Source: an optimization exercise on an open RTL-to-GDS flow (aim: small area). Production flows keep margins and buffers that such runs may drop.
In this exercise RTL edits were held to simulation tests only and were not proved equivalent to the original.
No activity file was given, so power comes from the tool's default toggle rates.

// mem_tester
module mem_tester
#(
  parameter DRAM_DATA_SIZE = 16,
  parameter DRAM_COL_SIZE = 9,
  parameter DRAM_ROW_SIZE = 13,
  parameter DRAM_TEST_ROWBNK = 7  
)
(
	input clk,
	input rst_n,
	output reg [31:0] passcount,
	output reg [31:0] failcount,
	input  [DRAM_DATA_SIZE-1:0] DRAM_DQ_I,
	output [DRAM_DATA_SIZE-1:0] DRAM_DQ_O,
	output DRAM_DQ_OE,
	output [DRAM_ROW_SIZE-1:0] DRAM_ADDR,
	output DRAM_LDQM,DRAM_UDQM,
	output DRAM_WE_N,
	output DRAM_CAS_N,
	output DRAM_RAS_N,
	output DRAM_CS_N,
	output DRAM_BA_0,
	output DRAM_BA_1
);
clock: 5.0 ns
lec_check: 0
cap_margin: 20
core_margin: 2
core_utilization: 70
place_density: 0.9
slew_margin: 20
standard.sh (not shown) runs the stock make flow with config.mk's settings and CLKGATE_MAP_FILE= SYNTH_SCRIPT=/design/flow/synth_recipe.tcl, a recipe that flattens the netlist after the stock synthesis.
==> flow/flow/run.sh <==
#!/bin/bash
# Own layout flow: the standard flow (standard.sh, unchanged synthesis) with
#  - port buffers of the smallest buffer cell instead of the default choice,
#  - clock tree built from clkbuf_8 clusters of up to 19 flip-flops, without
#    dummy loads.
# The full output of the ORFS run is kept in standard.log; ORFS's per-step logs
# are under orfs/logs/.
set -euo pipefail
export BUFFER_PORTS_ARGS="-buffer_cell sky130_fd_sc_hd__buf_1"
export CTS_ARGS="-sink_clustering_enable -repair_clock_nets -sink_clustering_size 20 -sink_clustering_max_diameter 60 -buf_list sky130_fd_sc_hd__clkbuf_8 -dont_use_dummy_load"
bash standard.sh > standard.log 2>&1
==> next run, changes <==
--- a/flow/flow/run.sh
+++ b/flow/flow/run.sh
@@ -10 +10 @@
-export CTS_ARGS="-sink_clustering_enable -repair_clock_nets -sink_clustering_size 20 -sink_clustering_max_diameter 60 -buf_list sky130_fd_sc_hd__clkbuf_8 -dont_use_dummy_load"
+export CTS_ARGS="-sink_clustering_enable -repair_clock_nets -sink_clustering_size 18 -sink_clustering_max_diameter 60 -buf_list sky130_fd_sc_hd__clkbuf_8 -dont_use_dummy_load"
=> The new run completed without violations; routed wire length is higher by 1.4%; utilization rises by 0.38 points; non-clock buffer count is unchanged; synthesized area is unchanged; critical path depth does not change; count of clock-buffer cells in the layout goes up by 19; first-iteration DRC count drops by 3.0%; clock power went up by 7.4%; maximum frequency climbs by 0.50%.

mem_tester, a different RTL version from the one above (not shown whole).
For scale: about 3200 cells after synthesis, about 2000 flip-flops, roughly 49000 sq um of cells after synthesis.
export LEC_CHECK = 0
export CAP_MARGIN = 20
export CORE_MARGIN = 2
export CORE_UTILIZATION = 55
export CTS_BUF_LIST = sky130_fd_sc_hd__clkbuf_8
export CTS_CLUSTER_DIAMETER = 50
export CTS_CLUSTER_SIZE = 16
export PLACE_DENSITY = 0.75
export SLEW_MARGIN = 20
create_clock -name core_clock -period 5.0 [get_ports {clk}]
==> flow/flow/run.sh <==
#!/bin/bash
# Own layout flow: the standard flow (standard.sh, unchanged synthesis) with
#  - port buffers of the smallest buffer cell instead of the default choice,
#  - clock tree built from clkbuf_8 clusters without dummy loads.
# The full output of the ORFS run is kept in standard.log; ORFS's per-step logs
# are under orfs/logs/.
set -euo pipefail
export BUFFER_PORTS_ARGS="-buffer_cell sky130_fd_sc_hd__buf_1"
export CTS_ARGS="-sink_clustering_enable -repair_clock_nets -sink_clustering_size 16 -sink_clustering_max_diameter 50 -buf_list sky130_fd_sc_hd__clkbuf_8 -dont_use_dummy_load"
bash standard.sh > standard.log 2>&1
Change:
--- a/flow/flow/run.sh
+++ b/flow/flow/run.sh
@@ -4 +4,2 @@
-#  - clock tree built from clkbuf_8 clusters without dummy loads.
+#  - clock tree built from clkbuf_8 clusters of up to 19 flip-flops, without
+#    dummy loads.
@@ -9 +10 @@
-export CTS_ARGS="-sink_clustering_enable -repair_clock_nets -sink_clustering_size 16 -sink_clustering_max_diameter 50 -buf_list sky130_fd_sc_hd__clkbuf_8 -dont_use_dummy_load"
+export CTS_ARGS="-sink_clustering_enable -repair_clock_nets -sink_clustering_size 19 -sink_clustering_max_diameter 60 -buf_list sky130_fd_sc_hd__clkbuf_8 -dont_use_dummy_load"
Outcome: Die area is unchanged; via count decreases by 0.53%; hold slack improves by 0.0052 ns; total power decreases by 2.1%; design area decreases by about 0.6%; maximum frequency decreases by about 0.7%; clock skew increases by 0.013 ns; sequential share of layout area increases by 0.47 points; utilization decreases by 0.36 points; combinational power barely changes.
Change:
--- a/flow/flow/run.sh
+++ b/flow/flow/run.sh
@@ -4,2 +4 @@
-#  - clock tree built from clkbuf_8 clusters of up to 19 flip-flops, without
-#    dummy loads.
+#  - clock tree built from clkbuf_8 clusters without dummy loads.
The changed run went through all stages and came out clean.
Global-route usage does not change.
Worst hold slack does not change.
Non-clock buffer count stays the same.
Combinational power hardly moves.
Routed wire length stays the same.
Final area is unchanged.
Setup slack does not change.
Change:
--- a/flow/flow/run.sh
+++ b/flow/flow/run.sh
@@ -9 +9 @@
-export CTS_ARGS="-sink_clustering_enable -repair_clock_nets -sink_clustering_size 19 -sink_clustering_max_diameter 60 -buf_list sky130_fd_sc_hd__clkbuf_8 -dont_use_dummy_load"
+export CTS_ARGS="-sink_clustering_enable -repair_clock_nets -sink_clustering_size 9 -sink_clustering_max_diameter 50 -buf_list sky130_fd_sc_hd__clkbuf_4 -dont_use_dummy_load"
=> The changed run finished clean; utilization is higher by 0.34 points; die area is unchanged; area after synthesis is unchanged; setup slack is better by 0.11 ns; total power is higher by 1.9%; global-route usage rose by 0.36 points; count of clock-buffer cells in the layout went up by 145.
Change:
--- a/flow/flow/run.sh
+++ b/flow/flow/run.sh
@@ -9 +9 @@
-export CTS_ARGS="-sink_clustering_enable -repair_clock_nets -sink_clustering_size 9 -sink_clustering_max_diameter 50 -buf_list sky130_fd_sc_hd__clkbuf_4 -dont_use_dummy_load"
+export CTS_ARGS="-sink_clustering_enable -repair_clock_nets -sink_clustering_size 36 -sink_clustering_max_diameter 45 -buf_list sky130_fd_sc_hd__clkbuf_16 -dont_use_dummy_load"
- CORE_UTILIZATION: 55 -> 65
- CTS_BUF_LIST: sky130_fd_sc_hd__clkbuf_8 -> not set
- CTS_CLUSTER_DIAMETER: 50 -> not set
- CTS_CLUSTER_SIZE: 16 -> not set
- PLACE_DENSITY: 0.75 -> 0.85
The new run finished with timing, DRC and antenna clean.
First-iteration DRC count rises by a quarter to a third.
Via count falls slightly.
Flip-flop and latch count stays the same.
Utilization rises by 12 points.
Count of clock-buffer cells in the layout falls by 160.
Power rises by a few percent.
Critical path depth rises by 1.

[what the ideal ports hide]
The results above use ideal ports. As a check the final layouts listed here were re-extracted and re-timed, cells and wires unchanged.
Step 1 assumes that a clkbuf_16 drives the clock port and a buf_2 every other input.
Step 2 times the ports against the registers' clock, not the clock port: input delays grow and output delays shrink by t, the midpoint of the rising clock arrivals with the driver on.
Slacks: no drivers / after step 1 / after step 2; pairs: no drivers / after step 1.
| run | shift t [ns] | setup WS [ns] | worst setup path after step 2 | cell pins on the clock port's net |
|---|---|---|---|---|
| the first run of note 1 | 0.806 | 0.394 / 0.394 / 0.394 | register to register | 1 |
| the second run of note 1 | 0.816 | 0.417 / 0.417 / 0.417 | register to register | 1 |
| the first run of note 2 | 0.846 | 0.462 / 0.462 / 0.462 | register to register | 1 |
| the second run of note 2 | 0.834 | 0.428 / 0.428 / 0.428 | register to register | 1 |
| the third run of note 2 | 0.834 | 0.428 / 0.428 / 0.428 | register to register | 1 |
| the fourth run of note 2 | 1.156 | 0.541 / 0.541 / 0.541 | register to register | 1 |
| the fifth run of note 2 | 0.731 | 0.331 / 0.331 / 0.331 | register to register | 1 |
After both steps every run listed still meets setup and hold.
